Background: an optimization exercise with open tools, aiming at small area, a short achievable clock period and few clock cycles per item. Do not read the settings as production practice. At most, simulation tests tie the RTL to the original design; equivalence was not proved. Power is estimated from default activity; no workload was simulated.

==> zinc: inputs <==
Design COMP_Control, start of the top module:
module COMP_Control(
    input clock,
    input rst,
    input start_trigger,
    input reset_act,
    input reset_data,
    input signed [15:0] K0,
    input signed [15:0] K1,
    input signed [15:0] K2,
    input signed [17:0] setPoint,
    input signed [17:0] data,
    output reg busy,
    output wire signed [15:0] COMP_output
    );
    reg [18:0] e0, e1;
    reg [47:0] S, C;
    reg sB, sC;    
    wire load = start_trigger & ~busy & ~reset_act & ~rst;
    wire clr_all = rst | (reset_act & reset_data);
    wire [18:0] diff;    
    wire [15:0] Km;
    KMUX umA (.sA(~busy), .sB(sB), .sC(sC), .k2(K2), .k1(K1), .k0(K0), .y(Km));
    wire acc_en = load | busy;
    wire [15:0] KmB;    
    KMUX umB (.sA(~busy), .sB(sB), .sC(sC), .k2(K2), .k1(K1), .k0(K0), .y(KmB));
    wire sb_1; AOI21 usb_1 (.a((setPoint[1] & ~data[1])), .b((setPoint[1] | ~data[1])), .c((setPoint[0] | ~data[0])), .y(sb_1));
    wire sb_2; NAND2 usb_2 (.a((setPoint[1] | ~data[1])), .b((setPoint[0] | ~data[0])), .y(sb_2));
    wire sb_3; AOI21 usb_3 (.a((setPoint[3] & ~data[3])), .b((setPoint[3] | ~data[3])), .c((setPoint[2] & ~data[2])), .y(sb_3));
    wire sb_4; NAND2 usb_4 (.a((setPoint[3] | ~data[3])), .b((setPoint[2] | ~data[2])), .y(sb_4));
    wire sb_5; AOI21 usb_5 (.a((setPoint[5] & ~data[5])), .b((setPoint[5] | ~data[5])), .c((setPoint[4] & ~data[4])), .y(sb_5));
  ...
==> flow/config.mk <==
export PLATFORM = sky130hd
export DESIGN_NAME = COMP_Control
export DESIGN_NICKNAME = COMP_Control
export VERILOG_FILES = /design/flow/design.v
export SDC_FILE = /design/flow/constraint.sdc
export NUM_CORES = 4
export LEC_CHECK = 0
export CAP_MARGIN = 20
export CORE_MARGIN = 2
export CORE_UTILIZATION = 40
export CTS_BUF_LIST = sky130_fd_sc_hd__clkbuf_8
export SLEW_MARGIN = 20
export SYNTH_HIERARCHICAL = 1
export SYNTH_MINIMUM_KEEP_SIZE = 0
==> flow/constraint.sdc <==
create_clock -name core_clock -period 12.0 [get_ports {clock}]
set_input_delay 2.4000 -clock core_clock [delete_from_list [all_inputs] [get_ports {clock}]]
set_output_delay 2.4000 -clock core_clock [all_outputs]
set_load 0.01 [all_outputs]
standard.sh (not shown) runs the stock make flow with config.mk's settings and CLKGATE_MAP_FILE= SYNTH_SCRIPT=/design/flow/synth_recipe.tcl, a recipe that flattens the netlist after the stock synthesis.
==> flow/flow/run.sh <==
#!/bin/bash
# The standard layout (standard.sh: the standard flow's synthesis, floorplan, placement,
# CTS, routing) at the design's clock period and constraints, with two
# changes to how hard the resizer works:
#  - repair_timing aims for a setup slack of SETUP_MARGIN ns instead of 0,
#    so the critical paths get sized and buffered although the 12 ns clock
#    would already be met;
#  - the port buffers are buf_1 cells rather than the resizer's pick.
set -euo pipefail
cd "$(dirname "$0")/.."
SETUP_MARGIN=$(cat flow/setup_margin.txt)
bash standard.sh "SETUP_SLACK_MARGIN=$SETUP_MARGIN" \
  "BUFFER_PORTS_ARGS=-buffer_cell sky130_fd_sc_hd__buf_1" finish > standard_make.log 2>&1
==> flow/flow/setup_margin.txt <==
6.0
==> amber: changes against zinc <==
--- a/flow/design.v
+++ b/flow/design.v
@@ -11,21 +11,22 @@
     input signed [17:0] data,
     output reg busy,
     output wire signed [15:0] COMP_output
     );
     reg [18:0] e0, e1;
     reg [47:0] S, C;
+    reg [15:0] Kr;
     reg sB, sC;    
     wire load = start_trigger & ~busy & ~reset_act & ~rst;
     wire clr_all = rst | (reset_act & reset_data);
     wire [18:0] diff;    
     wire [15:0] Km;
-    KMUX umA (.sA(~busy), .sB(sB), .sC(sC), .k2(K2), .k1(K1), .k0(K0), .y(Km));
+    KMUX umA (.busy(busy), .kr(Kr), .k2(K2), .y(Km));
     wire acc_en = load | busy;
     wire [15:0] KmB;    
-    KMUX umB (.sA(~busy), .sB(sB), .sC(sC), .k2(K2), .k1(K1), .k0(K0), .y(KmB));
+    KMUX umB (.busy(busy), .kr(Kr), .k2(K2), .y(KmB));
     wire sb_1; AOI21 usb_1 (.a((setPoint[1] & ~data[1])), .b((setPoint[1] | ~data[1])), .c((setPoint[0] | ~data[0])), .y(sb_1));
     wire sb_2; NAND2 usb_2 (.a((setPoint[1] | ~data[1])), .b((setPoint[0] | ~data[0])), .y(sb_2));
     wire sb_3; AOI21 usb_3 (.a((setPoint[3] & ~data[3])), .b((setPoint[3] | ~data[3])), .c((setPoint[2] & ~data[2])), .y(sb_3));
     wire sb_4; NAND2 usb_4 (.a((setPoint[3] | ~data[3])), .b((setPoint[2] | ~data[2])), .y(sb_4));
     wire sb_5; AOI21 usb_5 (.a((setPoint[5] & ~data[5])), .b((setPoint[5] | ~data[5])), .c((setPoint[4] & ~data[4])), .y(sb_5));
     wire sb_6; NAND2 usb_6 (.a((setPoint[5] | ~data[5])), .b((setPoint[4] | ~data[4])), .y(sb_6));
@@ -1136,12 +1137,13 @@
     assign C_n[45] = f247_s;
     assign S_n[46] = f247_c;
     assign C_n[46] = f248_s;
     assign S_n[47] = f248_c;
     assign C_n[47] = f249_s;
     always @(posedge clock) begin
+        Kr <= sB ? K0 : K1;
         if (rst) begin
             busy <= 1'b0;
             sB <= 1'b0;
             sC <= 1'b0;
         end else begin
             busy <= load | sB;
@@ -1181,14 +1183,14 @@
 module XOR3(input a, input b, input c, output y);
     assign y = a ^ b ^ c;
 endmodule
 module MAJ3(input a, input b, input c, output y);
     assign y = (a & b) | (a & c) | (b & c);
 endmodule
-module KMUX(input sA, input sB, input sC, input [15:0] k2, input [15:0] k1, input [15:0] k0, output [15:0] y);
-    assign y = (k2 & {16{sA}}) | (k1 & {16{sB}}) | (k0 & {16{sC}});
+module KMUX(input busy, input [15:0] kr, input [15:0] k2, output [15:0] y);
+    assign y = busy ? kr : k2;
 endmodule
 module AOI21(input a, input b, input c, output y);    
     assign y = ~(a | (b & c));
 endmodule
 module OAI21(input a, input b, input c, output y);    
     assign y = ~(a & (b | c));
==> impl_metrics.env <==
export IMPL_start_kind="primary input"
export IMPL_hold_path_end="e1[3]"
export IMPL_synthAdderAreaFrac_pct=30.9
export IMPL_gp_congestion=0.870
export IMPL_finClkSkew_ps=13.2
export IMPL_status="timing/DRC/antenna clean"
export IMPL_die_area_um2=42600
export IMPL_p_total_mw=1.98
export IMPL_yosys_top_cells_area="fa_1 26%, dfxtp_1 17%, xnor2_1 11%"
the above is filed under zinc

==> impl_metrics.env <==
export IMPL_final_common_cell="nand2_1"
export IMPL_gp_congestion=0.894
export IMPL_synthAdderAreaFrac_pct=29.8
export IMPL_hold_path_end="C[0]"
export IMPL_status="timing/DRC/antenna clean"
export IMPL_start_kind="flip-flop"
export IMPL_finClkSkew_ps=12.9
export IMPL_die_area_um2=44000
export IMPL_p_total_mw=2.11
the above is filed under amber

Function was not checked in any run of this note: the RTL went through the layout flow alone.

* * *

==> 11-06 <==
COMP_Control, a different RTL version from the one above (not shown whole).
## COMP_Control
module COMP_Control(
    input clock,
    input rst,
    input start_trigger,
    input reset_act,
    input reset_data,
    input signed [15:0] K0,
    input signed [15:0] K1,
    input signed [15:0] K2,
    input signed [17:0] setPoint,
    input signed [17:0] data,
    output reg busy,
    output wire signed [15:0] COMP_output
    );
    reg [18:0] e0, e1;
    reg [47:0] S, C;
    reg [15:0] Kr;
    reg sB, sC;    
    wire load = start_trigger & ~busy & ~reset_act & ~rst;
    wire clr_all = rst | (reset_act & reset_data);
    wire [18:0] diff = {setPoint[17], setPoint} - {data[17], data};
    wire [15:0] Km;
    KMUX umA (.busy(busy), .kr(Kr), .k2(K2), .y(Km));
    wire acc_en = load | busy;
    wire [15:0] KmB;    
    KMUX umB (.busy(busy), .kr(Kr), .k2(K2), .y(KmB));
    wire d0_one = e1[0] ^ 1'b0;
    wire d0_two = (e1[1] & ~e1[0] & ~1'b0) | (~e1[1] & e1[0] & 1'b0);
    wire d0_neg = (e1[1] & ~(e1[0] & 1'b0)) ^ sB;
    wire d0_pp0 = ((d0_one & Km[0])) ^ d0_neg;
    wire d0_pp1 = ((d0_one & Km[1]) | (d0_two & Km[0])) ^ d0_neg;
    wire d0_pp2 = ((d0_one & Km[2]) | (d0_two & Km[1])) ^ d0_neg;
    wire d0_pp3 = ((d0_one & Km[3]) | (d0_two & Km[2])) ^ d0_neg;
    wire d0_pp4 = ((d0_one & Km[4]) | (d0_two & Km[3])) ^ d0_neg;
    wire d0_pp5 = ((d0_one & Km[5]) | (d0_two & Km[4])) ^ d0_neg;
    wire d0_pp6 = ((d0_one & Km[6]) | (d0_two & Km[5])) ^ d0_neg;
  ...
export LEC_CHECK = 0
export CAP_MARGIN = 20
export CORE_MARGIN = 2
export CORE_UTILIZATION = 40
export CTS_BUF_LIST = sky130_fd_sc_hd__clkbuf_8
export SLEW_MARGIN = 20
export SYNTH_HIERARCHICAL = 1
export SYNTH_MINIMUM_KEEP_SIZE = 0
create_clock -name core_clock -period 12.0 [get_ports {clock}]
==> flow/flow/run.sh <==
#!/bin/bash
# The standard layout (standard.sh: the standard flow's synthesis, floorplan, placement,
# CTS, routing) at the design's clock period and constraints, with two
# changes to how hard the resizer works:
#  - repair_timing aims for a setup slack of SETUP_MARGIN ns instead of 0,
#    so the critical paths get sized and buffered although the 12 ns clock
#    would already be met;
#  - the port buffers are buf_2 cells rather than the resizer's pick.
set -euo pipefail
cd "$(dirname "$0")/.."
SETUP_MARGIN=$(cat flow/setup_margin.txt)
bash standard.sh "SETUP_SLACK_MARGIN=$SETUP_MARGIN" \
  "BUFFER_PORTS_ARGS=-buffer_cell sky130_fd_sc_hd__buf_2" finish > standard_make.log 2>&1
Scripts as last shown in full above: flow/flow/setup_margin.txt
==> 02-19 (differences from 11-06) <==
--- a/flow/design.v
+++ b/flow/design.v
@@ -461,23 +461,23 @@
     wire f118_s, f118_c;
     FA uf118 (.a(f50_c), .b(f53_s), .c(f51_c), .s(f118_s), .co(f118_c));
     wire f119_s, f119_c;
     FA uf119 (.a(f54_s), .b(f52_c), .c(f55_s), .s(f119_s), .co(f119_c));
     wire f120_s, f120_c;
     FA uf120 (.a(f53_c), .b(f56_s), .c(f54_c), .s(f120_s), .co(f120_c));
     wire f121_s, f121_c;
-    FAX uf121 (.a(f57_s), .b(f55_c), .c(f58_s), .s(f121_s), .co(f121_c));
+    FA uf121 (.a(f57_s), .b(f55_c), .c(f58_s), .s(f121_s), .co(f121_c));
     wire f122_s, f122_c;
     FA uf122 (.a(f56_c), .b(f59_s), .c(f57_c), .s(f122_s), .co(f122_c));
     wire f123_s, f123_c;
-    FAX uf123 (.a(f60_s), .b(f58_c), .c(f61_s), .s(f123_s), .co(f123_c));
+    FA uf123 (.a(f60_s), .b(f58_c), .c(f61_s), .s(f123_s), .co(f123_c));
     wire f124_s, f124_c;
     FA uf124 (.a(f59_c), .b(f62_s), .c(f60_c), .s(f124_s), .co(f124_c));
     wire f125_s, f125_c;
-    FAX uf125 (.a(f61_c), .b(f63_s), .c(f64_s), .s(f125_s), .co(f125_c));
+    FA uf125 (.a(f61_c), .b(f63_s), .c(f64_s), .s(f125_s), .co(f125_c));
     wire f126_s, f126_c;
     FA uf126 (.a(f62_c), .b(f65_s), .c(f66_s), .s(f126_s), .co(f126_c));
     wire f127_s, f127_c;
     FA uf127 (.a(f63_c), .b(f64_c), .c(f67_s), .s(f127_s), .co(f127_c));
     wire f128_s, f128_c;
     FA uf128 (.a(f65_c), .b(f68_s), .c(f69_s), .s(f128_s), .co(f128_c));
     wire f129_s, f129_c;
@@ -557,33 +557,33 @@
     wire f166_s, f166_c;
     FA uf166 (.a(f108_c), .b(f109_c), .c(f110_s), .s(f166_s), .co(f166_c));
     wire f167_s, f167_c;
     FA uf167 (.a(f110_c), .b(f111_c), .c(f112_s), .s(f167_s), .co(f167_c));
     wire f168_s, f168_c;
     FA uf168 (.a(f112_c), .b(f113_c), .c(f114_s), .s(f168_s), .co(f168_c));
     wire f169_s, f169_c;
-    FAX uf169 (.a(f114_c), .b(f116_s), .c(f115_c), .s(f169_s), .co(f169_c));
+    FA uf169 (.a(f114_c), .b(f116_s), .c(f115_c), .s(f169_s), .co(f169_c));
     wire f170_s, f170_c;
-    FAX uf170 (.a(f116_c), .b(f118_s), .c(f117_c), .s(f170_s), .co(f170_c));
+    FA uf170 (.a(f116_c), .b(f118_s), .c(f117_c), .s(f170_s), .co(f170_c));
     wire f171_s, f171_c;
-    FAX uf171 (.a(f118_c), .b(f120_s), .c(f119_c), .s(f171_s), .co(f171_c));
+    FA uf171 (.a(f118_c), .b(f120_s), .c(f119_c), .s(f171_s), .co(f171_c));
     wire f172_s, f172_c;
-    FAX uf172 (.a(f120_c), .b(f122_s), .c(f121_c), .s(f172_s), .co(f172_c));
+    FA uf172 (.a(f120_c), .b(f122_s), .c(f121_c), .s(f172_s), .co(f172_c));
     wire f173_s, f173_c;
-    FAX uf173 (.a(f122_c), .b(f124_s), .c(f123_c), .s(f173_s), .co(f173_c));
+    FA uf173 (.a(f122_c), .b(f124_s), .c(f123_c), .s(f173_s), .co(f173_c));
     wire f174_s, f174_c;
-    FAX uf174 (.a(f124_c), .b(f126_s), .c(f125_c), .s(f174_s), .co(f174_c));
+    FA uf174 (.a(f124_c), .b(f126_s), .c(f125_c), .s(f174_s), .co(f174_c));
     wire f175_s, f175_c;
-    FAX uf175 (.a(f128_s), .b(f126_c), .c(f127_c), .s(f175_s), .co(f175_c));
+    FA uf175 (.a(f128_s), .b(f126_c), .c(f127_c), .s(f175_s), .co(f175_c));
     wire f176_s, f176_c;
-    FAX uf176 (.a(f130_s), .b(f128_c), .c(f129_c), .s(f176_s), .co(f176_c));
+    FA uf176 (.a(f130_s), .b(f128_c), .c(f129_c), .s(f176_s), .co(f176_c));
     wire f177_s, f177_c;
-    FAX uf177 (.a(f130_c), .b(f132_s), .c(f131_c), .s(f177_s), .co(f177_c));
+    FA uf177 (.a(f130_c), .b(f132_s), .c(f131_c), .s(f177_s), .co(f177_c));
     wire f178_s, f178_c;
-    FAX uf178 (.a(f132_c), .b(f134_s), .c(f133_c), .s(f178_s), .co(f178_c));
+    FA uf178 (.a(f132_c), .b(f134_s), .c(f133_c), .s(f178_s), .co(f178_c));
     wire f179_s, f179_c;
     FA uf179 (.a(f134_c), .b(f136_s), .c(f137_s), .s(f179_s), .co(f179_c));
     wire f180_s, f180_c;
     FA uf180 (.a(f138_s), .b(f136_c), .c(f139_s), .s(f180_s), .co(f180_c));
     wire f181_s, f181_c;
     FA uf181 (.a(f140_s), .b(f138_c), .c(f139_c), .s(f181_s), .co(f181_c));
     wire f182_s, f182_c;
@@ -653,35 +653,35 @@
     wire f214_s, f214_c;
     FA uf214 (.a(f111_s), .b(f165_c), .c(f166_s), .s(f214_s), .co(f214_c));
     wire f215_s, f215_c;
     FA uf215 (.a(f113_s), .b(f166_c), .c(f167_s), .s(f215_s), .co(f215_c));
     wire f216_s, f216_c;
     FA uf216 (.a(f167_c), .b(f115_s), .c(f168_s), .s(f216_s), .co(f216_c));
     wire f217_s, f217_c;
-    FAX uf217 (.a(f168_c), .b(f117_s), .c(f169_s), .s(f217_s), .co(f217_c));
+    FA uf217 (.a(f168_c), .b(f117_s), .c(f169_s), .s(f217_s), .co(f217_c));
     wire f218_s, f218_c;
-    FAX uf218 (.a(f119_s), .b(f170_s), .c(f169_c), .s(f218_s), .co(f218_c));
+    FA uf218 (.a(f119_s), .b(f169_c), .c(f170_s), .s(f218_s), .co(f218_c));
     wire f219_s, f219_c;
-    FAX uf219 (.a(f121_s), .b(f171_s), .c(f170_c), .s(f219_s), .co(f219_c));
+    FA uf219 (.a(f121_s), .b(f170_c), .c(f171_s), .s(f219_s), .co(f219_c));
     wire f220_s, f220_c;
-    FAX uf220 (.a(f123_s), .b(f172_s), .c(f171_c), .s(f220_s), .co(f220_c));
+    FA uf220 (.a(f123_s), .b(f171_c), .c(f172_s), .s(f220_s), .co(f220_c));
     wire f221_s, f221_c;
-    FAX uf221 (.a(f125_s), .b(f173_s), .c(f172_c), .s(f221_s), .co(f221_c));
+    FA uf221 (.a(f125_s), .b(f172_c), .c(f173_s), .s(f221_s), .co(f221_c));
     wire f222_s, f222_c;
-    FAX uf222 (.a(f127_s), .b(f174_s), .c(f173_c), .s(f222_s), .co(f222_c));
+    FA uf222 (.a(f127_s), .b(f173_c), .c(f174_s), .s(f222_s), .co(f222_c));
     wire f223_s, f223_c;
-    FAX uf223 (.a(f129_s), .b(f175_s), .c(f174_c), .s(f223_s), .co(f223_c));
+    FA uf223 (.a(f129_s), .b(f174_c), .c(f175_s), .s(f223_s), .co(f223_c));
     wire f224_s, f224_c;
-    FAX uf224 (.a(f131_s), .b(f176_s), .c(f175_c), .s(f224_s), .co(f224_c));
+    FA uf224 (.a(f131_s), .b(f175_c), .c(f176_s), .s(f224_s), .co(f224_c));
     wire f225_s, f225_c;
-    FAX uf225 (.a(f133_s), .b(f177_s), .c(f176_c), .s(f225_s), .co(f225_c));
+    FA uf225 (.a(f133_s), .b(f176_c), .c(f177_s), .s(f225_s), .co(f225_c));
     wire f226_s, f226_c;
-    FAX uf226 (.a(f135_s), .b(f178_s), .c(f177_c), .s(f226_s), .co(f226_c));
+    FA uf226 (.a(f135_s), .b(f177_c), .c(f178_s), .s(f226_s), .co(f226_c));
     wire f227_s, f227_c;
-    FAX uf227 (.a(f135_c), .b(f178_c), .c(f179_s), .s(f227_s), .co(f227_c));
+    FA uf227 (.a(f135_c), .b(f178_c), .c(f179_s), .s(f227_s), .co(f227_c));
     wire f228_s, f228_c;
     FA uf228 (.a(f137_c), .b(f180_s), .c(f179_c), .s(f228_s), .co(f228_c));
     wire f229_s, f229_c;
     FA uf229 (.a(f141_s), .b(f180_c), .c(f181_s), .s(f229_s), .co(f229_c));
     wire f230_s, f230_c;
     FA uf230 (.a(f143_s), .b(f181_c), .c(f182_s), .s(f230_s), .co(f230_c));
     wire f231_s, f231_c;
@@ -990,38 +990,38 @@
     assign C_n[11] = f213_s;
     assign S_n[12] = f213_c;
     assign C_n[12] = f214_s;
     assign S_n[13] = f214_c;
     assign C_n[13] = f215_s;
     assign S_n[14] = f215_c;
     assign C_n[14] = f216_s;
-    assign S_n[15] = f217_s;
-    assign C_n[15] = f216_c;
+    assign S_n[15] = f216_c;
+    assign C_n[15] = f217_s;
     assign S_n[16] = f217_c;
     assign C_n[16] = f218_s;
-    assign S_n[17] = f219_s;
-    assign C_n[17] = f218_c;
-    assign S_n[18] = f220_s;
-    assign C_n[18] = f219_c;
-    assign S_n[19] = f221_s;
-    assign C_n[19] = f220_c;
-    assign S_n[20] = f222_s;
-    assign C_n[20] = f221_c;
-    assign S_n[21] = f223_s;
-    assign C_n[21] = f222_c;
-    assign S_n[22] = f224_s;
-    assign C_n[22] = f223_c;
-    assign S_n[23] = f225_s;
-    assign C_n[23] = f224_c;
-    assign S_n[24] = f226_s;
-    assign C_n[24] = f225_c;
+    assign S_n[17] = f218_c;
+    assign C_n[17] = f219_s;
+    assign S_n[18] = f219_c;
+    assign C_n[18] = f220_s;
+    assign S_n[19] = f220_c;
+    assign C_n[19] = f221_s;
+    assign S_n[20] = f221_c;
+    assign C_n[20] = f222_s;
+    assign S_n[21] = f222_c;
+    assign C_n[21] = f223_s;
+    assign S_n[22] = f223_c;
+    assign C_n[22] = f224_s;
+    assign S_n[23] = f224_c;
+    assign C_n[23] = f225_s;
+    assign S_n[24] = f225_c;
+    assign C_n[24] = f226_s;
     assign S_n[25] = f226_c;
     assign C_n[25] = f227_s;
-    assign S_n[26] = f227_c;
-    assign C_n[26] = f228_s;
+    assign S_n[26] = f228_s;
+    assign C_n[26] = f227_c;
     assign S_n[27] = f229_s;
     assign C_n[27] = f228_c;
     assign S_n[28] = f229_c;
     assign C_n[28] = f230_s;
     assign S_n[29] = f230_c;
     assign C_n[29] = f231_s;
     assign S_n[30] = f231_c;
==> flow/config.mk (replaced) <==
export PLATFORM = sky130hd
export DESIGN_NAME = COMP_Control
export DESIGN_NICKNAME = COMP_Control
export VERILOG_FILES = /design/flow/design.v
export SDC_FILE = /design/flow/constraint.sdc
export NUM_CORES = 4
export LEC_CHECK = 0
export CAP_MARGIN = 20
export CORE_MARGIN = 2
export CORE_UTILIZATION = 55
export CTS_BUF_LIST = sky130_fd_sc_hd__clkbuf_8
export SLEW_MARGIN = 20
export SYNTH_HIERARCHICAL = 1
export SYNTH_MINIMUM_KEEP_SIZE = 0
==> qor summary <==
|  | 11-06 | 02-19 |
|---|---|---|
| Fraction of the cycle the final worst path needs | 0.462 | 0.464 |
| Initial drt markers | 1,148 | 1,082 |
| Fraction of layout instances using a drive strength above 1 | 0.145 | 0.134 |
| Met3 capacity usage during global routing | 0.0322 | 0.0584 |
| Xor/xnor cell area share of the yosys netlist | 0.162 | 0.130 |
| Maximum frequency from static timing analysis | 180 MHz | 180 MHz |
| Number of global-route vias before repair | 13,272 | 13,170 |
| Compound-Gate Fraction of Synth Area | 0.159 | 0.163 |
| Clock network contribution to total cell area | 0.0243 | 0.0245 |
| First-pass GRT wire length | 73.9 mm | 72.5 mm |
| Met2 wire length | 20.6 mm | 20.7 mm |
| Inst Count DP | 2,404 | 2,232 |
| Portion of total power attributed to combinational logic | 0.534 | 0.477 |
| DIE WIDTH | 208 um | 176 um |
| Result of the run | timing/DRC/antenna clean | timing/DRC/antenna clean |
| Multi-input combinational gate total | 1,534 | 1,510 |
| Std cell rows | 74 | 62 |
| Share of the synthesized area in the top cell type | 0.225 | 0.259 |
| Mux cell area share after synthesis | 0.0418 | 0.0427 |
| Synth-to-Final Area Change | 7.76% | 6.55% |
| Area of the multi-input gates | 12,900 um^2 | 12,500 um^2 |
| Power share of the sequential group | 0.273 | 0.305 |
| Count of clock-net buffers in the final layout | 19 | 18 |
| Routed length on met1 | 20.9 mm | 19.0 mm |
Testbench counts of 02-19, summed over its fixed seeds: cycles 72,000, items 24,000.
Only the layout flow was run in 11-06; the RTL was not checked for function there.

-- separate check: timing with driven ports --
The results above use ideal ports. As a check the final layouts listed here were re-extracted and re-timed, cells and wires unchanged. Step 1 sets driving cells, clkbuf_16 on the clock port and buf_2 on the other inputs (assumed; they add their load-dependent delay and slew). Step 2 times the ports against the registers' clock, not the clock port: input delays grow and output delays shrink by t, the midpoint of the rising clock arrivals with the driver on. a / b / c = ideal / step 1 / step 2; a / b = the first two.
| run | t, ns | setup WS [ns] | worst register clock-pin slew, ns |
|---|---|---|---|
| zinc | 0.527 | 6.097 / 6.129 / 5.602 | 0.08 / 0.08 |
| amber | 0.543 | 6.381 / 6.333 / 5.935 | 0.10 / 0.10 |
| 11-06 | 0.568 | 6.458 / 6.408 / 6.231 | 0.09 / 0.09 |
| 02-19 | 0.561 | 6.433 / 6.380 / 5.997 | 0.10 / 0.10 |
After both steps every run listed still meets setup and hold. The setup slack of zinc, which loses most, moves by +0.032 ns with the drivers and by -0.495 ns with both steps.
